This design comes from an exercise in tuning for small area and few clock cycles on the open sky130 flow, not from production work. Only simulation tests tie the RTL to the original design; equivalence was not proved.

===== design.v =====
module cordic_pass (
    input              clk,
    input      [11:0]  i_x,
    input      [11:0]  i_y,
    input              i_vec,
    input      [6:0]   i_dir,
    output reg [11:0]  o_x,
    output reg [11:0]  o_y,
    output reg [6:0]   o_dir
);
    wire        c0 = i_vec ? i_x[11] : i_dir[6];
    wire [11:0] x0 = (i_x ^ {12{c0}}) + {11'd0, c0};
    wire [11:0] y0 = (i_y ^ {12{c0}}) + {11'd0, c0};
    wire        d0 = i_vec ? y0[11] : i_dir[0];
    wire [11:0] x1 = x0 + (y0 ^ {12{d0}}) + {11'd0, d0};
    wire [11:0] y1 = y0 + (x0 ^ {12{~d0}}) + {11'd0, ~d0};
    wire        d1 = i_vec ? y1[11] : i_dir[1];
    wire [11:0] y1s = {y1[11], y1[11:1]};
    wire [11:0] x1s = {x1[11], x1[11:1]};
    wire [11:0] x2 = x1 + (y1s ^ {12{d1}}) + {11'd0, d1};
    wire [11:0] y2 = y1 + (x1s ^ {12{~d1}}) + {11'd0, ~d1};
    wire        d2 = i_vec ? y2[11] : i_dir[2];
    wire [11:0] y2s = {{2{y2[11]}}, y2[11:2]};
    wire [11:0] x2s = {{2{x2[11]}}, x2[11:2]};
    wire [11:0] x3 = x2 + (y2s ^ {12{d2}}) + {11'd0, d2};
    wire [11:0] y3 = y2 + (x2s ^ {12{~d2}}) + {11'd0, ~d2};
    reg  [11:0] m_x, m_y;
    reg         m_vec;
    reg  [2:0]  m_rdir;    
    reg  [3:0]  m_dir;     
    always @(posedge clk) begin
        m_x    <= x3;
        m_y    <= y3;
        m_vec  <= i_vec;
        m_rdir <= i_dir[5:3];
        m_dir  <= {c0, d2, d1, d0};
    end
    wire        d3 = m_vec ? m_y[11] : m_rdir[0];
    wire [11:0] y3s = {{3{m_y[11]}}, m_y[11:3]};
    wire [11:0] x3s = {{3{m_x[11]}}, m_x[11:3]};
    wire [11:0] x4 = m_x + (y3s ^ {12{d3}}) + {11'd0, d3};
    wire [11:0] y4 = m_y + (x3s ^ {12{~d3}}) + {11'd0, ~d3};
    wire        d4 = m_vec ? y4[11] : m_rdir[1];
    wire [11:0] y4s = {{4{y4[11]}}, y4[11:4]};
    wire [11:0] x4s = {{4{x4[11]}}, x4[11:4]};
    wire [11:0] x5 = x4 + (y4s ^ {12{d4}}) + {11'd0, d4};
    wire [11:0] y5 = y4 + (x4s ^ {12{~d4}}) + {11'd0, ~d4};
    wire        d5 = m_vec ? y5[11] : m_rdir[2];
    wire [11:0] y5s = {{5{y5[11]}}, y5[11:5]};
    wire [11:0] x5s = {{5{x5[11]}}, x5[11:5]};
    wire [11:0] x6 = x5 + (y5s ^ {12{d5}}) + {11'd0, d5};
    wire [11:0] y6 = y5 + (x5s ^ {12{~d5}}) + {11'd0, ~d5};
    wire [11:0] kx = {x6[11], x6[11:1]} + {{3{x6[11]}}, x6[11:3]};
    wire [11:0] ky = {y6[11], y6[11:1]} + {{3{y6[11]}}, y6[11:3]};
    always @(posedge clk) begin
        o_x   <= kx;
        o_y   <= ky;
        o_dir <= {m_dir[3], d5, d4, d3, m_dir[2:0]};
    end
endmodule
module pe_core #(
    parameter VPOS = 0
) (
    input             clk,
    input             rst,
    input      [1:0]  slot_n,   
    input      [4:0]  cur,      
    input      [4:0]  prv,      
    input      [11:0] xr, xi,   
    input      [11:0] yr, yi,   
    input             ovr,      
    input      [11:0] ovx, ovy,
    input             ovvec,
    input      [6:0]  ovdir,
    output reg [11:0] hxr, hyr, hyi,
    output reg        hvec,
    output     [11:0] uox, uoy,
    output     [6:0]  udir
);
    reg [3:0] sh;
    always @(posedge clk or posedge rst) begin
        if (rst) sh <= 4'b1000;
        else     sh <= 4'b0001 << slot_n;
    end
    wire cvec = cur[VPOS];
    wire pvec = prv[VPOS];
    reg [6:0]  t0x, t0y, t1;
    reg [11:0] h1xx, h1xy, h1yy;
    wire [11:0] ix = ({12{sh[0]}} & (ovr ? ovx : xr)) | ({12{sh[1]}} & yr)
                   | ({12{sh[2]}} & h1xy) | ({12{sh[3]}} & h1xx);
    wire [11:0] iy = ({12{sh[0]}} & (ovr ? ovy : xi)) | ({12{sh[1]}} & yi)
                   | ({12{sh[2]}} & h1yy) | ({12{sh[3]}} & uox);
    wire        ivec = (sh[0] & (ovr ? ovvec : cvec)) | ((sh[1] | sh[3]) & cvec);
    wire [6:0]  idir = ({7{sh[0]}} & (ovr ? ovdir : t0x)) | ({7{sh[1]}} & t0y)
                     | ({7{sh[2] | sh[3]}} & t1);
    cordic_pass u (.clk(clk), .i_x(ix), .i_y(iy), .i_vec(ivec), .i_dir(idir),
                   .o_x(uox), .o_y(uoy), .o_dir(udir));
    always @(posedge clk) begin
        h1xx <= uox;    
        hyi  <= uoy;    
    end
    always @(posedge clk) begin
        case (1'b1)
            sh[2]: begin
                h1xy <= uoy;
                if (cvec) t0x <= udir;
            end
            sh[3]: begin
                h1yy <= uoy;
                if (cvec) t0y <= udir;
            end
            sh[1]: begin
                hxr  <= uox;
                hyr  <= uoy;
                hvec <= pvec;
                if (pvec) t1 <= udir;
            end
            default: ;
        endcase
    end
endmodule
module QR_Engine (
    i_clk,
    i_rst,
    i_trig,
    i_data,
    o_rd_vld,
    o_last_data,
    o_y_hat,
    o_r
);
    input          i_clk;
    input          i_rst;
    input          i_trig;
    input  [ 47:0] i_data;
    output         o_rd_vld;
    output         o_last_data;
    output [159:0] o_y_hat;
    output [319:0] o_r;
    localparam [7:0] TAIL = 8'h96;
    localparam NT = 11;
    integer i;
    reg  [1:0] slot;
    reg  [4:0] wcnt;         
    reg        ld;
    reg        vld;
    reg  [4:0] to [0:NT-1];  
    wire busy  = |to[0][3:0];
    wire start = i_trig & (wcnt == 5'd4);
    reg  inflight;
    always @(*) begin
        inflight = 1'b0;
        for (i = 0; i < NT; i = i + 1) inflight = inflight | (|to[i]);
    end
    wire idle = ~inflight & ~i_trig;
    wire [1:0] slot_n = idle ? 2'd3 : slot + 2'd1;
    always @(posedge i_clk or posedge i_rst) begin
        if (i_rst) begin
            slot <= 2'd3;
            wcnt <= 5'd0;
            ld   <= 1'b0;
            vld  <= 1'b0;
            for (i = 0; i < NT; i = i + 1) begin
                to[i] <= 5'd0;
            end
        end else begin
            slot <= slot_n;
            ld   <= ~i_trig & (idle | (slot == 2'd1));
            if (i_trig) begin
                wcnt <= (wcnt == 5'd19) ? 5'd0 : wcnt + 5'd1;
            end else begin
                wcnt <= 5'd0;
            end
            if (slot == 2'd3) begin
                to[0] <= busy ? {to[0][3:0], 1'b0} : {4'd0, start};
                for (i = 1; i < NT; i = i + 1) begin
                    to[i] <= to[i-1];
                end
            end
            vld <= (slot == 2'd1) & to[10][4];
        end
    end
    assign o_last_data = ld;
    assign o_rd_vld    = vld;
    reg [15:0] dl [1:19];
    always @(posedge i_clk) begin
        dl[1] <= {i_data[47:40], i_data[23:16]};
        for (i = 2; i < 20; i = i + 1) dl[i] <= dl[i-1];
    end
    function [11:0] ext;
        input [7:0] b;
        ext = {{2{b[7]}}, b, 2'b01};
    endfunction
    function [15:0] tap;
        input [4:0]  k;
        input [15:0] a0, a1, a2, a3, a4;
        tap = ({16{k[0]}} & a0) | ({16{k[1]}} & a1) | ({16{k[2]}} & a2)
            | ({16{k[3]}} & a3) | ({16{k[4]}} & a4);
    endfunction
    wire [15:0] row0 = tap(to[0], dl[5], dl[8],  dl[11], dl[14], dl[17]);
    wire [15:0] row1 = tap(to[0], dl[1], dl[4],  dl[7],  dl[10], dl[13]);
    wire [15:0] row2 = tap(to[2], dl[4], dl[7],  dl[10], dl[13], dl[16]);
    wire [15:0] row3 = tap(to[4], dl[7], dl[10], dl[13], dl[16], dl[19]);
    wire [11:0] p0_hxr, p0_hyr, p0_hyi, p0_ox, p0_oy;
    wire [11:0] p1_hxr, p1_hyr, p1_hyi, p1_ox, p1_oy;
    wire [11:0] p2_hxr, p2_hyr, p2_hyi, p2_ox, p2_oy;
    wire [11:0] p3_hxr, p3_hyr, p3_hyi, p3_ox, p3_oy;
    wire [11:0] p4_hxr, p4_hyr, p4_hyi, p4_ox, p4_oy;
    wire [11:0] p5_hxr, p5_hyr, p5_hyi, p5_ox, p5_oy;
    wire        p0_hv, p1_hv, p2_hv, p3_hv, p4_hv, p5_hv;
    wire [6:0]  p0_d, p1_d, p2_d, p3_d, p4_d, p5_d;
    wire [11:0] p0_xi = p0_hv ? p0_hyr : p0_ox;
    wire [11:0] p1_xi = p1_hv ? p1_hyr : p1_ox;
    wire [11:0] p2_xi = p2_hv ? p2_hyr : p2_ox;
    wire [11:0] p3_xi = p3_hv ? p3_hyr : p3_ox;
    wire [11:0] p4_xi = p4_hv ? p4_hyr : p4_ox;
    wire [11:0] p5_xi = p5_hv ? p5_hyr : p5_ox;
    wire [11:0] p0_yi = p0_hv ? p0_hyr : p0_hyi;
    wire [11:0] p1_yi = p1_hv ? p1_hyr : p1_hyi;
    wire [11:0] p2_yi = p2_hv ? p2_hyr : p2_hyi;
    wire [11:0] p3_yi = p3_hv ? p3_hyr : p3_hyi;
    wire [11:0] p4_yi = p4_hv ? p4_hyr : p4_hyi;
    reg [23:0] du0a, du0b, du1a, du1b;
    always @(posedge i_clk) begin
        if (slot == 2'd1) begin
            du0a <= {p0_yi, p0_hyr};
            du0b <= du0a;
            du1a <= {p3_yi, p3_hyr};
            du1b <= du1a;
        end
    end
    wire       ru_on  = to[10][3] | to[10][4];
    wire       ru_vec = to[10][3];
    reg  [6:0] t_ru;
    pe_core #(.VPOS(0)) pe0 (.clk(i_clk), .rst(i_rst), .slot_n(slot_n), .cur(to[0]), .prv(to[1]),
        .xr(ext(row0[7:0])), .xi(ext(row0[15:8])), .yr(ext(row1[7:0])), .yi(ext(row1[15:8])),
        .ovr(1'b0), .ovx(12'd0), .ovy(12'd0), .ovvec(1'b0), .ovdir(7'd0),
        .hxr(p0_hxr), .hyr(p0_hyr), .hyi(p0_hyi), .hvec(p0_hv), .uox(p0_ox), .uoy(p0_oy), .udir(p0_d));
    pe_core #(.VPOS(0)) pe1 (.clk(i_clk), .rst(i_rst), .slot_n(slot_n), .cur(to[2]), .prv(to[3]),
        .xr(p0_hxr), .xi(p0_xi), .yr(ext(row2[7:0])), .yi(ext(row2[15:8])),
        .ovr(1'b0), .ovx(12'd0), .ovy(12'd0), .ovvec(1'b0), .ovdir(7'd0),
        .hxr(p1_hxr), .hyr(p1_hyr), .hyi(p1_hyi), .hvec(p1_hv), .uox(p1_ox), .uoy(p1_oy), .udir(p1_d));
    pe_core #(.VPOS(0)) pe2 (.clk(i_clk), .rst(i_rst), .slot_n(slot_n), .cur(to[4]), .prv(to[5]),
        .xr(p1_hxr), .xi(p1_xi), .yr(ext(row3[7:0])), .yi(ext(row3[15:8])),
        .ovr(1'b0), .ovx(12'd0), .ovy(12'd0), .ovvec(1'b0), .ovdir(7'd0),
        .hxr(p2_hxr), .hyr(p2_hyr), .hyi(p2_hyi), .hvec(p2_hv), .uox(p2_ox), .uoy(p2_oy), .udir(p2_d));
    pe_core #(.VPOS(1)) pe3 (.clk(i_clk), .rst(i_rst), .slot_n(slot_n), .cur(to[4]), .prv(to[5]),
        .xr(du0b[11:0]), .xi(du0b[23:12]), .yr(p1_hyr), .yi(p1_yi),
        .ovr(1'b0), .ovx(12'd0), .ovy(12'd0), .ovvec(1'b0), .ovdir(7'd0),
        .hxr(p3_hxr), .hyr(p3_hyr), .hyi(p3_hyi), .hvec(p3_hv), .uox(p3_ox), .uoy(p3_oy), .udir(p3_d));
    pe_core #(.VPOS(1)) pe4 (.clk(i_clk), .rst(i_rst), .slot_n(slot_n), .cur(to[6]), .prv(to[7]),
        .xr(p3_hxr), .xi(p3_xi), .yr(p2_hyr), .yi(p2_yi),
        .ovr(1'b0), .ovx(12'd0), .ovy(12'd0), .ovvec(1'b0), .ovdir(7'd0),
        .hxr(p4_hxr), .hyr(p4_hyr), .hyi(p4_hyi), .hvec(p4_hv), .uox(p4_ox), .uoy(p4_oy), .udir(p4_d));
    pe_core #(.VPOS(2)) pe5 (.clk(i_clk), .rst(i_rst), .slot_n(slot_n), .cur(to[8]), .prv(to[9]),
        .xr(du1b[11:0]), .xi(du1b[23:12]), .yr(p4_hyr), .yi(p4_yi),
        .ovr(ru_on), .ovx(p5_hyr), .ovy(p5_oy), .ovvec(ru_vec), .ovdir(t_ru),
        .hxr(p5_hxr), .hyr(p5_hyr), .hyi(p5_hyi), .hvec(p5_hv), .uox(p5_ox), .uoy(p5_oy), .udir(p5_d));
    reg [11:0] s_r11, s_r22;
    reg [23:0] s_r12, s_r13, s_r14;
    reg [11:0] f_r11, f_r22, f_r33, f_r44;
    reg [23:0] f_r12, f_r13, f_r14, f_r23, f_r24, f_r34;
    reg [23:0] f_y1, f_y2, f_y3;
    always @(posedge i_clk) begin
        if (slot == 2'd0) begin
            if (to[6][0]) s_r11 <= p2_hxr;
            if (to[6][1]) s_r12 <= {p2_xi, p2_hxr};
            if (to[6][2]) s_r13 <= {p2_xi, p2_hxr};
            if (to[6][3]) s_r14 <= {p2_xi, p2_hxr};
            if (to[6][4]) f_y1  <= {p2_xi, p2_hxr};
            if (to[8][1]) s_r22 <= p4_hxr;
            if (to[8][2]) f_r23 <= {p4_xi, p4_hxr};
            if (to[8][3]) f_r24 <= {p4_xi, p4_hxr};
            if (to[8][4]) f_y2  <= {p4_xi, p4_hxr};
            if (to[10][0]) begin
                f_r11 <= s_r11;
                f_r12 <= s_r12;
                f_r13 <= s_r13;
                f_r14 <= s_r14;
                f_r22 <= s_r22;
            end
            if (to[10][2]) f_r33 <= p5_hxr;
            if (to[10][3]) f_r34 <= {p5_xi, p5_hxr};
            if (to[10][4]) f_y3  <= {p5_xi, p5_hxr};
        end
        if (slot == 2'd2 && ru_vec) begin
            t_ru  <= p5_d;
            f_r44 <= p5_ox;
        end
    end
    function [39:0] cpx;
        input [23:0] v;
        cpx = {v[23:12], TAIL, v[11:0], TAIL};
    endfunction
    assign o_r = {f_r44, TAIL, cpx(f_r34), cpx(f_r24), cpx(f_r14), f_r33, TAIL,
                  cpx(f_r23), cpx(f_r13), f_r22, TAIL, cpx(f_r12), f_r11, TAIL};
    assign o_y_hat = {p5_oy, TAIL, p5_ox, TAIL, cpx(f_y3), cpx(f_y2), cpx(f_y1)};
endmodule

===== run.sh =====
#!/bin/bash
# synth_recipe.tcl (not shown) runs the flow's synth.tcl, then flattens the netlist and writes it again
# the make line also repeats each setting of config.mk as NAME=value (left out here)
make -C /OpenROAD-flow-scripts/flow DESIGN_CONFIG=/design/flow/config.mk WORK_HOME=/design/flow/orfs CLKGATE_MAP_FILE= SYNTH_SCRIPT=/design/flow/synth_recipe.tcl finish

===== config.mk =====
export PLATFORM = sky130hd
export DESIGN_NAME = QR_Engine
export DESIGN_NICKNAME = QR_Engine
export VERILOG_FILES = /design/flow/design.v
export SDC_FILE = /design/flow/constraint.sdc
export NUM_CORES = 4
export LEC_CHECK = 0
export ABC_AREA = 1
export CAP_MARGIN = 20
export CORE_MARGIN = 4
export CORE_UTILIZATION = 50
export CTS_CLUSTER_DIAMETER = 100
export CTS_CLUSTER_SIZE = 22
export PLACE_DENSITY = 0.62
export SLEW_MARGIN = 20

===== constraint.sdc =====
create_clock -name core_clock -period 10.0 [get_ports {i_clk}]
set_input_delay 2.0000 -clock core_clock [delete_from_list [all_inputs] [get_ports {i_clk}]]
set_output_delay 2.0000 -clock core_clock [all_outputs]
set_load 0.01 [all_outputs]

==> results of run 1 <==
kinds of logic (layout without fill, tap and decap cells):
logic type,after synthesis,in the layout,share of synthesized area
AOI/OAI and AO/OA,1780,1780,0.0994
muxes,12,12,0.00127
buffers and inverters,1605,1830,0.0692
DFF,1765,1765,0.427
adders and majority gates,952,952,0.120
other,2,200,0.0000720
xor gates and xnor gates,1595,1595,0.137
and+or+nand+nor,3597,3597,0.145
final timing paths:
check / slack (ns) / start / cells past startpoint / end
setup / recovery: 0.73 / pe4.sh[3]$_DFF_PP1_ / 49 / pe2.u.m_x[11]$_DFF_P_
max in group asynchronous: 7.46 / i_rst / 3 / pe4.sh[1]$_DFF_PP0_
hold / removal: 0.31 / dl[12][3]$_DFF_P_ / 0 / dl[13][3]$_DFF_P_
min in group asynchronous: 1.82 / i_rst / 3 / vld$_DFF_PP0_
setup reg to reg: 0.73 / pe4.sh[3]$_DFF_PP1_ / 49 / pe2.u.m_x[11]$_DFF_P_
hold reg to reg: 0.31 / dl[12][3]$_DFF_P_ / 0 / dl[13][3]$_DFF_P_
critical path, delay by kind of cell (launching register included):
family | cells | cell delay (ns)
AO/OA/AOI/OAI | 11 | 2.49
XOR/XNOR | 3 | 0.65
adder cells (fa/ha/maj) | 4 | 1.31
buffers and inverters | 7 | 1.33
flip-flops | 1 | 0.79
AND/OR/NAND/NOR | 24 | 2.56
stage by stage:
stage                     cells  setup slack (ns)   TNS [ns]  hold WS [ns]
after detailed placement  14326             0.472          0         0.312
after global routing      14517         -0.000226  -0.000226         0.334
after CTS                 14505             0.427          0         0.319
after floorplan           11498             0.591          0         0.310
final                     14519             0.727          0         0.307
after global placement    14326             0.623          0         0.310
final cells by class:
type	instances	area, sq um	share of cell area
Multi-Input combinational cell	8128	53300	0.471
Sequential cell	1765	44500	0.394
Inverter	1208	4560	0.0403
Timing Repair Buffer	443	4200	0.0371
Tap cell	2788	3490	0.0308
Clock buffer	159	2720	0.0241
Clock inverter	20	303	0.00268
Antenna cell	8	20.0	0.000177
what timing repair did:
item	CTS	global route
setup endpoints to repair	0	17
resized for setup	0	13
setup buffers	0	3
per-layer routing:
metal  vias up  wire [microns]
met4         2           11300
met2      1928          137000
met1     36305          120000
met3       410           13800
met5         -              13
li1      37821               -
cell usage in the layout, fill, tap and decap left out, drive strengths merged, types with 15 or more instances in the layout:
cell type and instances:
xor2 1109, o21ai 492, nand3b 18, nand4 104
dfxtp 814, dfrtp 65, a22oi 24, conb 192
fa 84, o22ai 19, o21bai 127, a21oi 785
or2 19, a22o 50, nand2 2381, clkbuf 159
nor2 504, xnor2 486, nand3 481, a211oi 60
edfxtp 883, buf 135, a31oi 36, nor3 63
inv 1213, clkinv 15, clkdlybuf4s50 308, ha 868
a21boi 16, a221oi 27, o31ai 16, a21o 84
==> impl_metrics.py, run 1 <==
metrics = {
    "outcome": {
        "run_status": "finished clean",
    },
    "floorplan": {
        "coreArea_sq_mm": 0.207,
        "floorplan.die_area_sq_mm": 0.216,
        "io_pins": 533,
        "start_util": 0.503,
        "die_width_microns": 465,
        "die_y_microns": 465,
        "placementRows": 167,
    },
    "routing": {
        "drt-initial-drc-count": 5476,
        "detail-route-antenna-nets": 0,
        "routed_wire_length_per_instance_microns": 19.4,
        "routed-via-count": 76466,
        "drc": 0,
        "detail_route.first_pass.iterations": 6,
        "detail_route.wirelength_mm": 282,
        "vias_per_cell": 5.27,
    },
    "global_route": {
        "gr-total-overflow": 0,
        "grt_max_degree": 151,
        "grt_pass1_wl_mm": 430,
        "globalRouteMet3Util": 0.0253,
        "first_global_vias": 74855,
        "grt_antenna_before_repair": 13,
        "tot_gr_track_use": 0.254,
        "globalRoute.busiestLayer": "met2",
        "grtUsageMet2": 0.446,
        "globalRouteMet1Util": 0.325,
    },
    "placed_design": {
        "buffer_ports.inserted": 308,
        "place_congestion": 0.914,
        "dpl.hpwl_mm": 223,
        "dpl_cell_area_sq_mm": 0.110,
    },
    "clocking": {
        "clk_latency_ns": 0.78,
        "ctsHoldBuffers": 0,
        "cts-buffers-inserted": 98,
        "clkTransAtPathRegs_ns": 0.09,
        "clockRootBuffer": "clkbuf_16",
        "htree_num_levels": 3,
        "cts.path.max_buffers": 3,
        "tritoncts": "built",
        "clock-sinks": 1765,
    },
    "logic_synthesis": {
        "synth-seq-area-share": 0.427,
        "share_of_synthesized_registers_carrying_an_async_set_or_reset": 0.0385,
        "synthDominantCellAreaShare": 0.254,
        "synth_top_cell_by_area": "edfxtp_1",
        "syn-mean-instance-area_sq_um": 9.22,
        "ys_dominant_reg_cell": "edfxtp_1",
        "synth_enable_flop_cells": 883,
        "synthesis.area_sq_mm": 0.104,
        "synth_cell_type_count": 84,
        "synth_warnings": 9,
        "post_synth_most_frequent_cells": "nand2_1 (2309), inv_1 (1172), xor2_1 (1065), edfxtp_1 (883), ha_1 (868)",
        "synth_most_common_cell": "nand2_1",
        "synth_cells": 11308,
        "synth_top_cells_by_area": "edfxtp_1 (25%), dfxtp_1 (16%), ha_1 (10%), xor2_1 (8.9%), nand2_1 (8.3%)",
        "synth_seq_cells": 1765,
    },
    "setup_path": {
        "start_kind": "flip-flop",
        "cpMostUsedCell": "nand2_1",
        "cp.arrival_ns": 9.93,
        "critical_path_class": "reg2reg",
        "cpMaxStageDelayCell": "dfstp_4",
        "end_kind": "flip-flop",
        "highest_fanout_seen_on_the_critical_path": 21,
        "required_time_of_the_critical_path_ns": 10.65,
        "crit_path_max_incr_delay_ns": 0.79,
    },
    "final_layout": {
        "num-nets-final": 12647,
        "largest_register_ffs": 304,
        "final_cell_area_sq_mm": 0.113,
        "register_name_with_the_most_flops": "dl",
        "nFillCells": 18821,
        "finalCoreUtilization": 0.546,
        "area_growth_syn_to_layout_pct": 8.53,
        "drive_above_1_share": 0.0456,
        "top_regs": "dl (304), to (55)",
    },
    "sta": {
        "layout_worst_path_cycle_share": 0.927,
        "rel_slew_slack": 0.224,
        "hold_viol_final": 0,
        "timing.clock.skew_ns": 0.0474,
        "setup_viol_count_final": 0,
        "number_of_max_slew_violations_in_the_final_report": 0,
        "fmax_mhz": 108,
        "worst-slew-pin-transition_ns": 1.15,
        "finalCriticalPeriod_ns": 9.27,
    },
    "worst_hold_path": {
        "min_path_type": "reg2reg",
    },
    "flow_run": {
        "max-cap-violations": 0,
    },
}
Testbench counts, summed over its fixed seeds: cycles 10,104.
==> inputs of run 2 (changes only) <==
--- a/design.v
+++ b/design.v
@@ -10,19 +10,19 @@
 );
     wire        c0 = i_vec ? i_x[11] : i_dir[6];
-    wire [11:0] x0 = (i_x ^ {12{c0}}) + {11'd0, c0};
-    wire [11:0] y0 = (i_y ^ {12{c0}}) + {11'd0, c0};
+    wire [11:0] x0 = padd(12'd0, i_x ^ {12{c0}}, c0);
+    wire [11:0] y0 = padd(12'd0, i_y ^ {12{c0}}, c0);
     wire        d0 = i_vec ? y0[11] : i_dir[0];
-    wire [11:0] x1 = x0 + (y0 ^ {12{d0}}) + {11'd0, d0};
-    wire [11:0] y1 = y0 + (x0 ^ {12{~d0}}) + {11'd0, ~d0};
+    wire [11:0] x1 = padd(x0, y0 ^ {12{d0}}, d0);
+    wire [11:0] y1 = padd(y0, x0 ^ {12{~d0}}, ~d0);
     wire        d1 = i_vec ? y1[11] : i_dir[1];
     wire [11:0] y1s = {y1[11], y1[11:1]};
     wire [11:0] x1s = {x1[11], x1[11:1]};
-    wire [11:0] x2 = x1 + (y1s ^ {12{d1}}) + {11'd0, d1};
-    wire [11:0] y2 = y1 + (x1s ^ {12{~d1}}) + {11'd0, ~d1};
+    wire [11:0] x2 = padd(x1, y1s ^ {12{d1}}, d1);
+    wire [11:0] y2 = padd(y1, x1s ^ {12{~d1}}, ~d1);
     wire        d2 = i_vec ? y2[11] : i_dir[2];
     wire [11:0] y2s = {{2{y2[11]}}, y2[11:2]};
     wire [11:0] x2s = {{2{x2[11]}}, x2[11:2]};
-    wire [11:0] x3 = x2 + (y2s ^ {12{d2}}) + {11'd0, d2};
-    wire [11:0] y3 = y2 + (x2s ^ {12{~d2}}) + {11'd0, ~d2};
+    wire [11:0] x3 = padd(x2, y2s ^ {12{d2}}, d2);
+    wire [11:0] y3 = padd(y2, x2s ^ {12{~d2}}, ~d2);
     reg  [11:0] m_x, m_y;
     reg         m_vec;
@@ -39,18 +39,18 @@
     wire [11:0] y3s = {{3{m_y[11]}}, m_y[11:3]};
     wire [11:0] x3s = {{3{m_x[11]}}, m_x[11:3]};
-    wire [11:0] x4 = m_x + (y3s ^ {12{d3}}) + {11'd0, d3};
-    wire [11:0] y4 = m_y + (x3s ^ {12{~d3}}) + {11'd0, ~d3};
+    wire [11:0] x4 = padd(m_x, y3s ^ {12{d3}}, d3);
+    wire [11:0] y4 = padd(m_y, x3s ^ {12{~d3}}, ~d3);
     wire        d4 = m_vec ? y4[11] : m_rdir[1];
     wire [11:0] y4s = {{4{y4[11]}}, y4[11:4]};
     wire [11:0] x4s = {{4{x4[11]}}, x4[11:4]};
-    wire [11:0] x5 = x4 + (y4s ^ {12{d4}}) + {11'd0, d4};
-    wire [11:0] y5 = y4 + (x4s ^ {12{~d4}}) + {11'd0, ~d4};
+    wire [11:0] x5 = padd(x4, y4s ^ {12{d4}}, d4);
+    wire [11:0] y5 = padd(y4, x4s ^ {12{~d4}}, ~d4);
     wire        d5 = m_vec ? y5[11] : m_rdir[2];
     wire [11:0] y5s = {{5{y5[11]}}, y5[11:5]};
     wire [11:0] x5s = {{5{x5[11]}}, x5[11:5]};
-    wire [11:0] x6 = x5 + (y5s ^ {12{d5}}) + {11'd0, d5};
-    wire [11:0] y6 = y5 + (x5s ^ {12{~d5}}) + {11'd0, ~d5};
-    wire [11:0] kx = {x6[11], x6[11:1]} + {{3{x6[11]}}, x6[11:3]};
-    wire [11:0] ky = {y6[11], y6[11:1]} + {{3{y6[11]}}, y6[11:3]};
+    wire [11:0] x6 = padd(x5, y5s ^ {12{d5}}, d5);
+    wire [11:0] y6 = padd(y5, x5s ^ {12{~d5}}, ~d5);
+    wire [11:0] kx = padd({x6[11], x6[11:1]}, {{3{x6[11]}}, x6[11:3]}, 1'b0);
+    wire [11:0] ky = padd({y6[11], y6[11:1]}, {{3{y6[11]}}, y6[11:3]}, 1'b0);
     always @(posedge clk) begin
         o_x   <= kx;
@@ -58,4 +58,45 @@
         o_dir <= {m_dir[3], d5, d4, d3, m_dir[2:0]};
     end
+    function [11:0] padd;
+        input [11:0] a, b;
+        input        c;
+        reg [12:0] g, p, g2, p2;
+        begin
+            g = {a & b, c};
+            p = {a ^ b, 1'b0};
+            g2 = g; p2 = p;
+            g2[1] = g[1] | (p[1] & g[0]); p2[1] = p[1] & p[0];
+            g2[3] = g[3] | (p[3] & g[2]); p2[3] = p[3] & p[2];
+            g2[5] = g[5] | (p[5] & g[4]); p2[5] = p[5] & p[4];
+            g2[7] = g[7] | (p[7] & g[6]); p2[7] = p[7] & p[6];
+            g2[9] = g[9] | (p[9] & g[8]); p2[9] = p[9] & p[8];
+            g2[11] = g[11] | (p[11] & g[10]); p2[11] = p[11] & p[10];
+            g = g2; p = p2;
+            g2 = g; p2 = p;
+            g2[3] = g[3] | (p[3] & g[1]); p2[3] = p[3] & p[1];
+            g2[7] = g[7] | (p[7] & g[5]); p2[7] = p[7] & p[5];
+            g2[11] = g[11] | (p[11] & g[9]); p2[11] = p[11] & p[9];
+            g = g2; p = p2;
+            g2 = g; p2 = p;
+            g2[7] = g[7] | (p[7] & g[3]); p2[7] = p[7] & p[3];
+            g = g2; p = p2;
+            g2 = g; p2 = p;
+            g2[11] = g[11] | (p[11] & g[7]); p2[11] = p[11] & p[7];
+            g = g2; p = p2;
+            g2 = g; p2 = p;
+            g2[5] = g[5] | (p[5] & g[3]); p2[5] = p[5] & p[3];
+            g2[9] = g[9] | (p[9] & g[7]); p2[9] = p[9] & p[7];
+            g = g2; p = p2;
+            g2 = g; p2 = p;
+            g2[2] = g[2] | (p[2] & g[1]); p2[2] = p[2] & p[1];
+            g2[4] = g[4] | (p[4] & g[3]); p2[4] = p[4] & p[3];
+            g2[6] = g[6] | (p[6] & g[5]); p2[6] = p[6] & p[5];
+            g2[8] = g[8] | (p[8] & g[7]); p2[8] = p[8] & p[7];
+            g2[10] = g[10] | (p[10] & g[9]); p2[10] = p[10] & p[9];
+            g2[12] = g[12] | (p[12] & g[11]); p2[12] = p[12] & p[11];
+            g = g2; p = p2;
+            padd = (a ^ b) ^ g[11:0];
+        end
+    endfunction
 endmodule
 module pe_core #(
==> run 2 against run 1 <==
Against the previous run: still clean; critical path depth shrank 2; worst hold slack got worse by 0.0061 ns; cell count decreased by 8.6%; cell area shrank 1.9%; global-route usage decreased by 0.76 points; via count shrank 9.5%; core utilization rose by 0.23 points; fmax down 0.37%.
==> impl_metrics.py, run 2 <==
metrics = {
    "setup_path": {
        "end_kind": "flip-flop",
        "crit_path_max_incr_delay_ns": 0.54,
        "cpMostUsedCell": "nand2_1",
        "top_delay_family_on_crit_path": "simple AND/OR/NAND/NOR gates",
        "reg2reg_from": "pe4.sh[0]$_DFF_PP0_",
        "cp.arrival_ns": 9.98,
        "worst_reg_to_reg_cells": 47,
        "cp.buffers_inverters": 5,
        "cpMaxStageDelayCell": "dfrtp_4",
        "highest_fanout_seen_on_the_critical_path": 24,
        "critical_path_class": "reg2reg",
        "r2r_setup_slack_ns": 0.69,
        "timing.critical_path.depth": 47,
        "start_kind": "flip-flop",
        "required_time_of_the_critical_path_ns": 10.67,
        "critical_path.reg2reg.endpoint": "pe1.u.m_y[10]$_DFF_P_",
        "timing.critical_path.to": "pe1.u.m_y[10]$_DFF_P_",
        "critical_path_origin": "pe4.sh[0]$_DFF_PP0_",
    },
    "logic_synthesis": {
        "synth-seq-area-share": 0.436,
        "synth_warnings": 9,
        "post_synth_most_frequent_cells": "nand2_1 (2010), inv_1 (1400), ha_1 (906), edfxtp_1 (883), dfxtp_1 (814)",
        "main_combinational_cell_family_by_area_after_synthesis": "adder cells",
        "synthDominantCellAreaShare": 0.260,
        "simple_logic_cell_fraction_of_the_synthesized_area": 0.119,
        "syn-mean-instance-area_sq_um": 10.0,
        "synth.mux.area_fraction": 0.00110,
        "share_of_synthesized_registers_carrying_an_async_set_or_reset": 0.0385,
        "synth_adder_area_share": 0.193,
        "ys_dominant_reg_cell": "edfxtp_1",
        "synth_top_cells_by_area": "edfxtp_1 (26%), dfxtp_1 (16%), ha_1 (11%), fa_1 (8.2%), nand2_1 (7.4%)",
        "synth_xor_xnor_area_share": 0.107,
        "synth_most_common_cell": "nand2_1",
        "synth_seq_cells": 1765,
        "synthesis.area_sq_mm": 0.102,
        "synth_top_cell_by_area": "edfxtp_1",
        "synth_enable_flop_cells": 883,
        "synth_cells": 10192,
        "synth_cell_type_count": 64,
        "synth_compound_gate_area_share": 0.0681,
    },
    "final_layout": {
        "register_name_with_the_most_flops": "dl",
        "num-nets-final": 11880,
        "area_growth_syn_to_layout_pct": 8.77,
        "final_cell_area_sq_mm": 0.111,
        "largest_register_ffs": 304,
        "drive_above_1_share": 0.0354,
        "finalCoreUtilization": 0.548,
        "nFillCells": 17815,
        "top_regs": "dl (304), to (55)",
        "final_cells": 13266,
        "layout.cells.most_common": "nand2_1",
        "layout_common_cells": "nand2_1 (2001), inv_1 (1398), ha_1 (904)",
    },
    "clocking": {
        "ctsHoldBuffers": 0,
        "htree_num_levels": 3,
        "cts.path.max_buffers": 3,
        "tritoncts": "built",
        "clkTransAtPathRegs_ns": 0.09,
        "clk_latency_ns": 0.77,
        "clock-sinks": 1765,
        "cts-buffers-inserted": 98,
        "clockRootBuffer": "clkbuf_16",
    },
    "sta": {
        "finalCriticalPeriod_ns": 9.31,
        "timing.clock.skew_ns": 0.0532,
        "hold_viol_final": 0,
        "layout_worst_path_cycle_share": 0.931,
        "fmax_mhz": 107,
        "worst-slew-pin-transition_ns": 1.07,
        "setup_viol_count_final": 0,
        "timing.final.ws_setup_ns": 0.693,
        "rel_slew_slack": 0.281,
        "number_of_max_slew_violations_in_the_final_report": 0,
        "fin_hold_ws_ns": 0.300,
    },
    "floorplan": {
        "die_y_microns": 460,
        "placementRows": 165,
        "io_pins": 533,
        "start_util": 0.504,
        "floorplan.die_area_sq_mm": 0.211,
        "die_width_microns": 460,
        "coreArea_sq_mm": 0.203,
    },
    "placed_design": {
        "place_worst_setup_slack_ns": 0.477,
        "numPlacedInstances": 13073,
        "buffer_ports.inserted": 308,
        "dpl.hpwl_mm": 209,
        "place_congestion": 0.914,
        "dpl_cell_area_sq_mm": 0.108,
    },
    "routing": {
        "vias_per_cell": 5.22,
        "drc": 0,
        "detail_route.wirelength_mm": 264,
        "routed_wire_length_per_instance_microns": 19.9,
        "detail_route.first_pass.iterations": 6,
        "detail-route-antenna-nets": 0,
        "drt-initial-drc-count": 5187,
        "routed-via-count": 69227,
    },
    "global_route": {
        "grt_antenna_before_repair": 10,
        "gr-total-overflow": 0,
        "grt_max_degree": 110,
        "first_global_vias": 69055,
        "tot_gr_track_use": 0.246,
        "grt_pass1_wl_mm": 402,
    },
    "outcome": {
        "run_status": "finished clean",
    },
    "flow_run": {
        "max-cap-violations": 0,
    },
    "worst_hold_path": {
        "min_path_type": "reg2reg",
    },
}
## run 2: worst min-delay path by stage
| stage | startpoint | end | slack, ns | depth (start not counted) |
|---|---|---|---|---|
| after floorplan | dl[9][0]$_DFF_P_ | dl[10][0]$_DFF_P_ | 0.31 | 0 |
| after global routing | dl[18][9]$_DFF_P_ | dl[19][9]$_DFF_P_ | 0.32 | 0 |
| after global placement | dl[15][1]$_DFF_P_ | dl[16][1]$_DFF_P_ | 0.31 | 0 |
| final | dl[18][15]$_DFF_P_ | dl[19][15]$_DFF_P_ | 0.30 | 0 |
| after CTS | dl[18][9]$_DFF_P_ | dl[19][9]$_DFF_P_ | 0.32 | 0 |
| after detailed placement | dl[2][0]$_DFF_P_ | dl[3][0]$_DFF_P_ | 0.31 | 0 |
## run 2: cell type report
type | instances | area, sq um | area share
Clock buffer | 161 | 2720 | 0.0245
Multi-Input combinational cell | 6803 | 50700 | 0.457
Antenna cell | 6 | 15.0 | 0.000135
Sequential cell | 1765 | 44500 | 0.401
Clock inverter | 24 | 415 | 0.00374
Inverter | 1417 | 5330 | 0.0480
Timing Repair Buffer | 418 | 3980 | 0.0358
Tap cell | 2672 | 3340 | 0.0301
## run 2: cells by family (layout without fill, tap and decap cells)
logic type,count (synthesis),in the layout
muxes,10,10
buffers and inverters,1814,2020
xor gates and xnor gates,1237,1237
adders and majority gates,1326,1326
DFF,1765,1765
other,2,198
AOI/OAI and AO/OA,1106,1106
and+or+nand+nor,2932,2932
## run 2: per-layer routing
| metal | track usage | up-vias | wire, microns | share of wire |
|---|---|---|---|---|
| met5 | 0 | - | 26 | 0.000098 |
| met4 | 0.0777 | 4 | 8810 | 0.033 |
| met3 | 0.0266 | 372 | 14400 | 0.054 |
| met2 | 0.438 | 1833 | 132000 | 0.50 |
| met1 | 0.315 | 33517 | 110000 | 0.41 |
| li1 | - | 33501 | - | - |
## run 2: timing repair
item,4_1_cts,5_1_grt
resized for setup,0,28
setup endpoints to repair,0,73
setup buffers,0,2
## run 2: per-stage QoR
step / TNS [ns]
3_3_place_gp: 0
5_1_grt: -0.00265
4_1_cts: 0
2_1_floorplan: 0
3_5_place_dp: 0
6_report: 0
Testbench counts of run 2, summed over its fixed seeds: cycles 10,104.
==> inputs of run 3 (changes only) <==
--- a/design.v
+++ b/design.v
@@ -51,6 +51,6 @@
     wire [11:0] x6 = padd(x5, y5s ^ {12{d5}}, d5);
     wire [11:0] y6 = padd(y5, x5s ^ {12{~d5}}, ~d5);
-    wire [11:0] kx = padd({x6[11], x6[11:1]}, {{3{x6[11]}}, x6[11:3]}, 1'b0);
-    wire [11:0] ky = padd({y6[11], y6[11:1]}, {{3{y6[11]}}, y6[11:3]}, 1'b0);
+    wire [11:0] kx = radd({x6[11], x6[11:1]}, {{3{x6[11]}}, x6[11:3]}, 1'b0);
+    wire [11:0] ky = radd({y6[11], y6[11:1]}, {{3{y6[11]}}, y6[11:3]}, 1'b0);
     always @(posedge clk) begin
         o_x   <= kx;
@@ -99,4 +99,17 @@
         end
     endfunction
+    function [11:0] radd;
+        input [11:0] a, b;
+        input        c;
+        integer k;
+        reg cc;
+        begin
+            cc = c;
+            for (k = 0; k < 12; k = k + 1) begin
+                radd[k] = a[k] ^ b[k] ^ cc;
+                cc = (a[k] & b[k]) | (cc & (a[k] ^ b[k]));
+            end
+        end
+    endfunction
 endmodule
 module pe_core #(
==> run 3 against run 2 <==
Against the previous run: via count shrank 1.3%; largest cell class unchanged; flip-flop and latch count stayed put; setup slack worse by 0.14 ns; still clean; critical endpoint is now pe4.u.o_x[9]$_DFF_P_; synthesized cell count fell by 1.2%; cell count is 0.74% lower.
==> impl_metrics.py, run 3 <==
metrics = {
    "floorplan": {
        "floorplan.die_area_sq_mm": 0.209,
        "io_pins": 533,
        "placementRows": 164,
        "die_y_microns": 458,
        "die_width_microns": 458,
        "start_util": 0.504,
        "coreArea_sq_mm": 0.200,
    },
    "placed_design": {
        "place_congestion": 0.897,
        "dpl_cell_area_sq_mm": 0.107,
        "dpl.hpwl_mm": 211,
        "buffer_ports.inserted": 308,
    },
    "final_layout": {
        "register_area_sq_mm": 0.0445,
        "final_cell_area_sq_mm": 0.111,
        "nFillCells": 17621,
        "drive_above_1_share": 0.0479,
        "register_name_with_the_most_flops": "dl",
        "largest_register_ffs": 304,
        "area_growth_syn_to_layout_pct": 9.52,
        "num-nets-final": 11753,
        "layout.cells.most_common": "nand2_1",
        "top_regs": "dl (304), to (55)",
        "layout_common_cells": "nand2_1 (2017), inv_1 (1423), edfxtp_1 (883)",
        "multi_input_area_sq_mm": 0.0499,
    },
    "global_route": {
        "globalRouteMet3Util": 0.0293,
        "grt_pass1_wl_mm": 399,
        "first_global_vias": 67199,
        "grt_antenna_before_repair": 16,
        "grtUsageMet2": 0.420,
        "gr-total-overflow": 0,
        "globalRouteMet1Util": 0.333,
        "globalRoute.busiestLayer": "met2",
        "tot_gr_track_use": 0.248,
        "grt_max_degree": 77,
    },
    "worst_hold_path": {
        "timing.hold.worst_path_depth": 0,
        "min_path_type": "reg2reg",
        "hold_end": "dl[16][6]$_DFF_P_",
        "timing.hold.worst.start": "dl[15][6]$_DFF_P_",
    },
    "routing": {
        "vias_per_cell": 5.19,
        "drt-initial-drc-count": 5148,
        "drc": 0,
        "detail_route.wirelength_mm": 265,
        "routed-via-count": 68296,
        "detail-route-antenna-nets": 0,
        "routed_wire_length_per_instance_microns": 20.1,
        "detail_route.first_pass.iterations": 6,
    },
    "logic_synthesis": {
        "synth_most_common_cell": "nand2_1",
        "synth_top_cell_by_area": "edfxtp_1",
        "synth_warnings": 9,
        "synth_enable_flop_cells": 883,
        "syn-mean-instance-area_sq_um": 10.0,
        "synthDominantCellAreaShare": 0.262,
        "synthesis.area_sq_mm": 0.101,
        "synth_cells": 10066,
        "synth_top_cells_by_area": "edfxtp_1 (26%), dfxtp_1 (16%), ha_1 (10%), fa_1 (9.3%), nand2_1 (7.5%)",
        "share_of_synthesized_registers_carrying_an_async_set_or_reset": 0.0385,
        "post_synth_most_frequent_cells": "nand2_1 (2028), inv_1 (1427), edfxtp_1 (883), dfxtp_1 (814), ha_1 (810)",
        "ys_dominant_reg_cell": "edfxtp_1",
        "synth_seq_cells": 1765,
        "synth_cell_type_count": 67,
        "synth-seq-area-share": 0.440,
    },
    "sta": {
        "number_of_max_slew_violations_in_the_final_report": 0,
        "rsz0062_at_grt": "true",
        "fin_hold_ws_ns": 0.308,
        "hold_viol_final": 0,
        "timing.clock.skew_ns": 0.0704,
        "finalCriticalPeriod_ns": 9.45,
        "worst-slew-pin-transition_ns": 1.17,
        "layout_worst_path_cycle_share": 0.945,
        "setup_viol_count_final": 0,
        "rel_slew_slack": 0.217,
        "fmax_mhz": 106,
    },
    "clocking": {
        "cts-buffers-inserted": 99,
        "ctsHoldBuffers": 0,
        "clockRootBuffer": "clkbuf_16",
        "clock-sinks": 1765,
        "tritoncts": "built",
        "clkTransAtPathRegs_ns": 0.09,
        "clk_latency_ns": 0.79,
        "cts.path.max_buffers": 3,
        "htree_num_levels": 3,
    },
    "outcome": {
        "run_status": "finished clean",
    },
    "setup_path": {
        "critical_path_class": "reg2reg",
        "cpMaxStageDelayCell": "fa_1",
        "r2r_setup_slack_ns": 0.55,
        "cpMostUsedCell": "fa_1",
        "reg2reg_from": "pe4.u.m_vec$_DFF_P_",
        "cp.arrival_ns": 10.15,
        "highest_fanout_seen_on_the_critical_path": 17,
        "critical_path.reg2reg.endpoint": "pe4.u.o_x[9]$_DFF_P_",
        "start_kind": "flip-flop",
        "required_time_of_the_critical_path_ns": 10.70,
        "end_kind": "flip-flop",
        "worst_reg_to_reg_cells": 44,
        "crit_path_max_incr_delay_ns": 0.58,
    },
    "flow_run": {
        "max-cap-violations": 0,
    },
}
[run 3: final cells by class]
type	count	share of cell area
clock inverter	26	0.00365
multi-input combinational	6650	0.451
inverter	1449	0.0492
tap	2656	0.0300
antenna	6	0.000136
clock buffer	157	0.0243
timing repair buffer	459	0.0392
sequential	1765	0.402
[run 3: through the flow]
stage          instances  setup WS [ns]  TNS [ns]  utilization
2_1_floorplan      10256          0.319         0            -
3_3_place_gp       12963          0.259         0        0.533
6_report           13168          0.550         0        0.552
5_1_grt            13164        -0.0218   -0.0614        0.552
3_5_place_dp       12963          0.122         0        0.533
4_1_cts            13146         0.0937         0        0.549
[run 3: logic make-up after synthesis]
kind of cell	synth area share
buffers and inverters	0.0773
muxes	0.00100
adders and majority gates	0.193
and+or+nand+nor	0.124
DFF	0.440
AOI/OAI and AO/OA	0.0613
xor gates and xnor gates	0.103
other	0.0000743
[run 3: worst max-delay path, delay by kind of cell, from the launching register on]
kind | cells | cell delay, ns
flops | 1 | 0.39
buf+inv | 12 | 0.98
xor+xnor | 4 | 0.80
fa+ha+maj | 16 | 5.31
simple gates | 6 | 0.65
compound gates | 6 | 1.22
[run 3: worst max-delay path by stage]
stage | slack [ns] | end | start
after floorplan | 0.32 | pe1.u.m_x[10]$_DFF_P_ | pe4.sh[2]$_DFF_PP0_
after global placement | 0.26 | pe0.u.o_y[9]$_DFF_P_ | pe0.u.m_vec$_DFF_P_
after detailed placement | 0.12 | pe0.u.o_y[9]$_DFF_P_ | pe0.u.m_vec$_DFF_P_
after CTS | 0.09 | pe0.u.o_y[9]$_DFF_P_ | pe0.u.m_vec$_DFF_P_
after global routing | -0.02 | pe4.u.o_x[9]$_DFF_P_ | pe4.u.m_vec$_DFF_P_
final | 0.55 | pe4.u.o_x[9]$_DFF_P_ | pe4.u.m_vec$_DFF_P_
[run 3: metal layers]
| layer | up-vias | share of wire |
|---|---|---|
| met3 | 323 | 0.056 |
| met2 | 1922 | 0.48 |
| li1 | 32910 | - |
| met4 | 4 | 0.034 |
| met1 | 33137 | 0.43 |
| met5 | - | 0.00010 |
[run 3: timing repair]
| item | 4_1_cts | 5_1_grt |
|---|---|---|
| buffers inserted | 0 | 13 |
| resized for setup | 0 | 96 |
| endpoints found under the setup margin | 0 | 58 |
Testbench counts of run 3, summed over its fixed seeds: cycles 10,104.
==> inputs of run 4 (changes only) <==
--- a/design.v
+++ b/design.v
@@ -49,6 +49,6 @@
     wire [11:0] y5s = {{5{y5[11]}}, y5[11:5]};
     wire [11:0] x5s = {{5{x5[11]}}, x5[11:5]};
-    wire [11:0] x6 = padd(x5, y5s ^ {12{d5}}, d5);
-    wire [11:0] y6 = padd(y5, x5s ^ {12{~d5}}, ~d5);
+    wire [11:0] x6 = radd(x5, y5s ^ {12{d5}}, d5);
+    wire [11:0] y6 = radd(y5, x5s ^ {12{~d5}}, ~d5);
     wire [11:0] kx = radd({x6[11], x6[11:1]}, {{3{x6[11]}}, x6[11:3]}, 1'b0);
     wire [11:0] ky = radd({y6[11], y6[11:1]}, {{3{y6[11]}}, y6[11:3]}, 1'b0);
==> run 4 against run 3 <==
Against the previous run: clock-buffer cell count is 1 lower; first-iteration DRC count is 6.2% lower; synthesized cell count is 6.3% lower; largest cell class unchanged.
==> impl_metrics.py, run 4 <==
metrics = {
    "outcome": {
        "run_status": "finished clean",
    },
    "logic_synthesis": {
        "synth.mux.area_fraction": 0.000799,
        "synth_top_cells_by_area": "edfxtp_1 (27%), dfxtp_1 (17%), fa_1 (11%), ha_1 (8.8%), nand2_1 (6.9%)",
        "simple_logic_cell_fraction_of_the_synthesized_area": 0.119,
        "synth-seq-area-share": 0.451,
        "synth_seq_cells": 1765,
        "synth_warnings": 9,
        "synth_top_cell_by_area": "edfxtp_1",
        "post_synth_most_frequent_cells": "nand2_1 (1801), inv_1 (1229), edfxtp_1 (883), dfxtp_1 (814), xor2_1 (707)",
        "synth_most_common_cell": "nand2_1",
        "synth_cell_type_count": 75,
        "synth_adder_area_share": 0.195,
        "synth_cells": 9436,
        "synth_enable_flop_cells": 883,
        "ys_dominant_reg_cell": "edfxtp_1",
        "synthesis.area_sq_mm": 0.0986,
        "share_of_synthesized_registers_carrying_an_async_set_or_reset": 0.0385,
        "synth_compound_gate_area_share": 0.0595,
        "synth_xor_xnor_area_share": 0.101,
        "syn-mean-instance-area_sq_um": 10.5,
        "synthDominantCellAreaShare": 0.269,
        "main_combinational_cell_family_by_area_after_synthesis": "adder cells",
    },
    "global_route": {
        "grt_antenna_before_repair": 7,
        "grt_pass1_wl_mm": 386,
        "grt_max_degree": 152,
        "tot_gr_track_use": 0.246,
        "gr-total-overflow": 0,
        "first_global_vias": 65495,
    },
    "sta": {
        "layout_worst_path_cycle_share": 0.966,
        "setup_viol_count_final": 0,
        "totalNegativeSetupSlack_ns": 0,
        "hold_viol_final": 0,
        "fmax_mhz": 104,
        "rel_slew_slack": 0.285,
        "number_of_max_slew_violations_in_the_final_report": 0,
        "timing.clock.skew_ns": 0.0444,
        "fin_hold_ws_ns": 0.327,
        "finalCriticalPeriod_ns": 9.66,
        "rsz0062_at_grt": "true",
        "timing.final.ws_setup_ns": 0.340,
        "worst-slew-pin-transition_ns": 1.07,
    },
    "floorplan": {
        "die_width_microns": 452,
        "start_util": 0.504,
        "placementRows": 162,
        "die_y_microns": 452,
        "floorplan.die_area_sq_mm": 0.204,
        "io_pins": 533,
        "coreArea_sq_mm": 0.196,
    },
    "setup_path": {
        "cp.buffers_inverters": 6,
        "top_delay_family_on_crit_path": "adder cells",
        "cpMostUsedCell": "fa_2",
        "cp.arrival_ns": 10.30,
        "start_kind": "flip-flop",
        "cpMaxStageDelayCell": "fa_2",
        "crit_path_max_incr_delay_ns": 0.50,
        "critical_path_class": "reg2reg",
        "highest_fanout_seen_on_the_critical_path": 8,
        "required_time_of_the_critical_path_ns": 10.64,
        "end_kind": "flip-flop",
    },
    "routing": {
        "detail_route.first_pass.iterations": 6,
        "routed_wire_length_per_instance_microns": 20.1,
        "detail-route-antenna-nets": 0,
        "drt-initial-drc-count": 4831,
        "drc": 0,
        "routed-via-count": 65807,
        "vias_per_cell": 5.16,
        "detail_route.wirelength_mm": 256,
    },
    "final_layout": {
        "layout.cells.most_common": "nand2_1",
        "largest_register_ffs": 304,
        "area_growth_syn_to_layout_pct": 12.1,
        "nFillCells": 16756,
        "register_area_sq_mm": 0.0445,
        "drive_above_1_share": 0.0988,
        "multi_input_area_sq_mm": 0.0488,
        "register_name_with_the_most_flops": "dl",
        "layout_common_cells": "nand2_1 (1775), inv_1 (1217), edfxtp_1 (883)",
        "num-nets-final": 11314,
        "top_regs": "dl (304), to (55)",
    },
    "clocking": {
        "htree_num_levels": 3,
        "clock-sinks": 1765,
        "clockRootBuffer": "clkbuf_16",
        "clk_latency_ns": 0.77,
        "tritoncts": "built",
        "cts-buffers-inserted": 95,
        "cts.path.max_buffers": 3,
        "clkTransAtPathRegs_ns": 0.09,
        "ctsHoldBuffers": 0,
    },
    "placed_design": {
        "buffer_ports.inserted": 308,
        "dpl.hpwl_mm": 200,
        "place_congestion": 0.911,
        "place_worst_setup_slack_ns": -0.221,
    },
    "flow_run": {
        "max-cap-violations": 0,
    },
    "worst_hold_path": {
        "min_path_type": "reg2reg",
    },
}
==> run 4: cell count changes after synthesis, moves of 23 or more <==
cell | before | now
nor2_1 | 374 | 306
inv_1 | 1427 | 1229
ha_1 | 810 | 690
xor2_1 | 751 | 707
fa_1 | 468 | 528
a21oi_1 | 262 | 239
nand3_1 | 383 | 342
nand2_1 | 2028 | 1801
nand2_2 | 36 | 64
==> run 4: routing by layer <==
metal | global-route usage | vias to the layer above | routed length [microns]
li1 | - | 31447 | -
met3 | 0.0279 | 360 | 13900
met4 | 0.0786 | 0 | 9520
met5 | 0 | - | 0
met1 | 0.325 | 32170 | 108000
met2 | 0.424 | 1830 | 124000
==> run 4: cell families (layout without fill, tap and decap cells) <==
logic type	Yosys count	in the layout
AND/OR/NAND/NOR	2728	2733
flip-flops	1765	1765
buffers and inverters	1658	2149
adder cells (fa/ha/maj)	1218	1218
XOR/XNOR	1128	1128
AO/OA/AOI/OAI	930	930
multiplexers	7	7
other	2	197
==> run 4: worst register-to-register path: cells and delay by family (launching register included) <==
| kind | cells | cell delay [ns] |
|---|---|---|
| flip-flops | 1 | 0.38 |
| adder cells (fa/ha/maj) | 16 | 5.95 |
| AO/OA/AOI/OAI | 5 | 1.06 |
| XOR/XNOR | 5 | 0.88 |
| AND/OR/NAND/NOR | 7 | 0.67 |
| buffers and inverters | 6 | 0.57 |
==> run 4: layout make-up <==
type,instances,area share
timing repair buffer,708,0.0567
clock inverter,18,0.00250
tap,2624,0.0297
antenna,5,0.000113
sequential,1765,0.403
inverter,1267,0.0432
clock buffer,156,0.0238
multi-input combinational,6208,0.441
==> run 4: final timing paths <==
path	cells past startpoint	start	end	slack, ns
max in group asynchronous	3	i_rst	pe4.sh[2]$_DFF_PP0_	7.40
worst min-delay path	0	dl[6][15]$_DFF_P_	dl[7][15]$_DFF_P_	0.33
min in group asynchronous	3	i_rst	ld$_DFF_PP0_	1.86
worst min register to register	0	dl[6][15]$_DFF_P_	dl[7][15]$_DFF_P_	0.33
worst max register to register	39	pe5.u.m_y[11]$_DFF_P_	pe5.u.o_y[9]$_DFF_P_	0.34
worst max-delay path	39	pe5.u.m_y[11]$_DFF_P_	pe5.u.o_y[9]$_DFF_P_	0.34
==> run 4: timing repair <==
item / in CTS / in global routing
cloned: 0 / 6
buffers inserted: 14 / 61
setup endpoints to repair: 22 / 48
pin swaps: 10 / 113
gates resized for setup: 35 / 256
==> run 4: through the flow <==
step | util | instances | cell area (sq um)
global route | 0.565 | 12746 | 111000
finish | 0.565 | 12751 | 111000
detailed placement | 0.541 | 12491 | 106000
CTS | 0.558 | 12679 | 109000
floorplan | - | 9626 | 99400
global placement | 0.541 | 12491 | 106000
Testbench counts of run 4, summed over its fixed seeds: cycles 10,104.
==> inputs of run 5 (changes only) <==
--- a/config.mk
+++ b/config.mk
@@ -9,7 +9,7 @@
 export CAP_MARGIN = 20
 export CORE_MARGIN = 4
-export CORE_UTILIZATION = 50
+export CORE_UTILIZATION = 55
 export CTS_CLUSTER_DIAMETER = 100
-export CTS_CLUSTER_SIZE = 22
-export PLACE_DENSITY = 0.62
+export CTS_CLUSTER_SIZE = 26
+export PLACE_DENSITY = 0.66
 export SLEW_MARGIN = 20
==> run 5 against run 4 <==
Against the previous run: die area decreased by 8.9%; clock-buffer cell count decreased by 22; synthesized area unchanged; critical path type unchanged; fmax increased by 0.30%; worst hold slack got worse by 0.011 ns; critical endpoint is now pe2.u.o_x[9]$_DFF_P_; flip-flop and latch count unchanged; non-clock buffer count decreased by 19; critical path depth increased by 3; largest cell class unchanged.
==> impl_metrics.py, run 5 <==
metrics = {
    "clocking": {
        "clockRootBuffer": "clkbuf_16",
        "clkTransAtPathRegs_ns": 0.11,
        "ctsHoldBuffers": 0,
        "clock-sinks": 1765,
        "htree_num_levels": 3,
        "cts-buffers-inserted": 84,
        "cts.path.max_buffers": 3,
        "clk_latency_ns": 0.76,
        "tritoncts": "built",
    },
    "sta": {
        "fmax_mhz": 104,
        "timing.clock.skew_ns": 0.0763,
        "finalCriticalPeriod_ns": 9.63,
        "rsz0062_at_grt": "true",
        "timing.final.ws_setup_ns": 0.369,
        "setup_viol_count_final": 0,
        "number_of_max_slew_violations_in_the_final_report": 0,
        "rel_slew_slack": 0.239,
        "hold_viol_final": 0,
        "layout_worst_path_cycle_share": 0.963,
        "worst-slew-pin-transition_ns": 1.14,
    },
    "routing": {
        "routed_wire_length_per_instance_microns": 20.4,
        "detail_route.first_pass.iterations": 7,
        "detail-route-antenna-nets": 0,
        "routed-via-count": 65535,
        "vias_per_cell": 5.27,
        "detail_route.wirelength_mm": 253,
        "drt-initial-drc-count": 5047,
        "drc": 0,
    },
    "floorplan": {
        "placementRows": 155,
        "floorplan.die_area_sq_mm": 0.186,
        "coreArea_sq_mm": 0.178,
        "start_util": 0.553,
        "io_pins": 533,
        "die_y_microns": 431,
        "die_width_microns": 431,
    },
    "final_layout": {
        "drive_above_1_share": 0.0967,
        "register_name_with_the_most_flops": "dl",
        "layout.cells.most_common": "nand2_1",
        "num-nets-final": 11280,
        "area_growth_syn_to_layout_pct": 11.5,
        "finalCoreUtilization": 0.616,
        "top_regs": "dl (304), to (55)",
        "register_area_sq_mm": 0.0445,
        "layout_common_cells": "nand2_1 (1779), inv_1 (1221), edfxtp_1 (883)",
        "largest_register_ffs": 304,
        "nFillCells": 14733,
        "multi_input_area_sq_mm": 0.0488,
    },
    "logic_synthesis": {
        "synth_top_cells_by_area": "edfxtp_1 (27%), dfxtp_1 (17%), fa_1 (11%), ha_1 (8.8%), nand2_1 (6.9%)",
        "synth_cells": 9436,
        "synthesis.area_sq_mm": 0.0986,
        "synth_cell_type_count": 75,
        "synth_most_common_cell": "nand2_1",
        "synthDominantCellAreaShare": 0.269,
        "ys_dominant_reg_cell": "edfxtp_1",
        "post_synth_most_frequent_cells": "nand2_1 (1801), inv_1 (1229), edfxtp_1 (883), dfxtp_1 (814), xor2_1 (707)",
        "share_of_synthesized_registers_carrying_an_async_set_or_reset": 0.0385,
        "synth_enable_flop_cells": 883,
        "synth_top_cell_by_area": "edfxtp_1",
        "syn-mean-instance-area_sq_um": 10.5,
        "synth_warnings": 9,
        "synth-seq-area-share": 0.451,
        "synth_seq_cells": 1765,
    },
    "setup_path": {
        "r2r_setup_slack_ns": 0.37,
        "start_kind": "flip-flop",
        "required_time_of_the_critical_path_ns": 10.65,
        "worst_reg_to_reg_cells": 42,
        "critical_path.reg2reg.endpoint": "pe2.u.o_x[9]$_DFF_P_",
        "critical_path_origin": "pe2.u.m_vec$_DFF_P_",
        "crit_path_max_incr_delay_ns": 0.53,
        "cpMaxStageDelayCell": "fa_1",
        "end_kind": "flip-flop",
        "critical_path_class": "reg2reg",
        "cpMostUsedCell": "fa_2",
        "highest_fanout_seen_on_the_critical_path": 5,
        "reg2reg_from": "pe2.u.m_vec$_DFF_P_",
        "cp.arrival_ns": 10.28,
        "timing.critical_path.to": "pe2.u.o_x[9]$_DFF_P_",
    },
    "placed_design": {
        "place_congestion": 0.918,
        "dpl.hpwl_mm": 199,
        "buffer_ports.inserted": 308,
        "place_worst_setup_slack_ns": -0.214,
    },
    "global_route": {
        "grt_max_degree": 152,
        "gr-total-overflow": 0,
        "globalRouteMet3Util": 0.0278,
        "grt_pass1_wl_mm": 381,
        "globalRoute.busiestLayer": "met2",
        "grt_antenna_before_repair": 4,
        "tot_gr_track_use": 0.267,
        "grtUsageMet2": 0.459,
        "first_global_vias": 64656,
        "globalRouteMet1Util": 0.352,
    },
    "worst_hold_path": {
        "min_path_type": "reg2reg",
        "timing.hold.worst_path_depth": 0,
    },
    "outcome": {
        "run_status": "finished clean",
    },
    "flow_run": {
        "max-cap-violations": 0,
    },
}
run 5: cell count changes in the layout (fill, tap and decap cells not counted), moves of 5 or more:
cell	change
buf_4	-24
xor2_1	-9
clkbuf_16	-9
clkbuf_1	-12
xor2_2	+7
nand2_2	-5
run 5: logic make-up (layout without fill, tap and decap cells):
| logic type | Yosys count | count (layout) | synth area share |
|---|---|---|---|
| XOR/XNOR | 1128 | 1128 | 0.101 |
| AO/OA/AOI/OAI | 930 | 930 | 0.0595 |
| other | 2 | 194 | 0.0000761 |
| buffers and inverters | 1658 | 2111 | 0.0732 |
| adder cells (fa/ha/maj) | 1218 | 1218 | 0.195 |
| multiplexers | 7 | 7 | 0.000799 |
| flip-flops | 1765 | 1765 | 0.451 |
| AND/OR/NAND/NOR | 2728 | 2729 | 0.119 |
run 5: metrics by stage:
| step | std cells | area [sq um] | hold WS (ns) | TNS, ns |
|---|---|---|---|---|
| floorplan | 9626 | 99400 | 0.310 | -0.0143 |
| global placement | 12194 | 105000 | 0.310 | -0.0245 |
| detailed placement | 12194 | 105000 | 0.312 | -2.92 |
| CTS | 12369 | 108000 | 0.311 | 0 |
| global route | 12436 | 110000 | 0.314 | -0.502 |
| finish | 12437 | 110000 | 0.316 | 0 |
run 5: metal layers:
metal  up-vias  share of wire
li1      31360              -
met4         0          0.040
met2      1867           0.49
met3       363          0.056
met5         -              0
met1     31945           0.42
run 5: layout make-up:
class / instances / area share
multi-input combinational: 6204 / 0.444
timing repair buffer: 689 / 0.0562
sequential: 1765 / 0.405
antenna: 2 / 0.0000455
inverter: 1267 / 0.0435
clock buffer: 134 / 0.0214
clock inverter: 21 / 0.00281
tap: 2355 / 0.0268
run 5: worst min path at each step:
stage,from,endpoint,slack [ns]
after global routing,pe4.u.m_dir[3]$_DFF_P_,pe4.u.o_dir[6]$_DFF_P_,0.31
after floorplan,dl[9][0]$_DFF_P_,dl[10][0]$_DFF_P_,0.31
after CTS,pe4.u.m_dir[3]$_DFF_P_,pe4.u.o_dir[6]$_DFF_P_,0.31
after detailed placement,dl[9][0]$_DFF_P_,dl[10][0]$_DFF_P_,0.31
final,pe4.u.m_dir[3]$_DFF_P_,pe4.u.o_dir[6]$_DFF_P_,0.32
after global placement,dl[18][7]$_DFF_P_,dl[19][7]$_DFF_P_,0.31
run 5: repair_timing:
action | 4_1_cts | 5_1_grt
gates resized for setup | 49 | 243
gates cloned | 0 | 2
buffers inserted | 20 | 63
setup endpoints to repair | 22 | 50
pin swaps | 14 | 106
run 5: worst max-delay path, delay by kind of cell (launching register included):
kind / cells / cell delay (ns)
adder cells (fa/ha/maj): 16 / 5.88
buffers and inverters: 9 / 1.00
XOR/XNOR: 4 / 0.76
AO/OA/AOI/OAI: 9 / 1.17
AND/OR/NAND/NOR: 4 / 0.35
flip-flops: 1 / 0.36

[re-timing with driven ports]
The flow's constraints put no driver on any port. The routed layouts listed below were extracted and timed again, unchanged, in two steps.
Step 1 (the two cells are an assumption about what drives the block):
set clk [get_ports {i_clk}]
set_driving_cell -lib_cell sky130_fd_sc_hd__clkbuf_16 $clk
set_driving_cell -lib_cell sky130_fd_sc_hd__buf_2 [delete_from_list [all_inputs] $clk]
Step 2, shift: input delay + t, output delay - t, t = (earliest + latest rising clock arrival at the registers) / 2. This alone moves slack from input paths to output paths.
a / b / c = ideal / step 1 / step 2; a / b = the first two.
run | t (ns) | setup WS [ns] | worst register clock-pin slew, ns
run 1 | 0.851 | 0.727 / 0.727 / 0.727 | 0.10 / 0.10
run 2 | 0.848 | 0.693 / 0.693 / 0.693 | 0.10 / 0.10
run 3 | 0.846 | 0.550 / 0.550 / 0.550 | 0.10 / 0.10
run 4 | 0.837 | 0.340 / 0.340 / 0.340 | 0.10 / 0.10
run 5 | 0.812 | 0.369 / 0.369 / 0.369 | 0.11 / 0.11
After both steps every run listed still meets setup and hold.
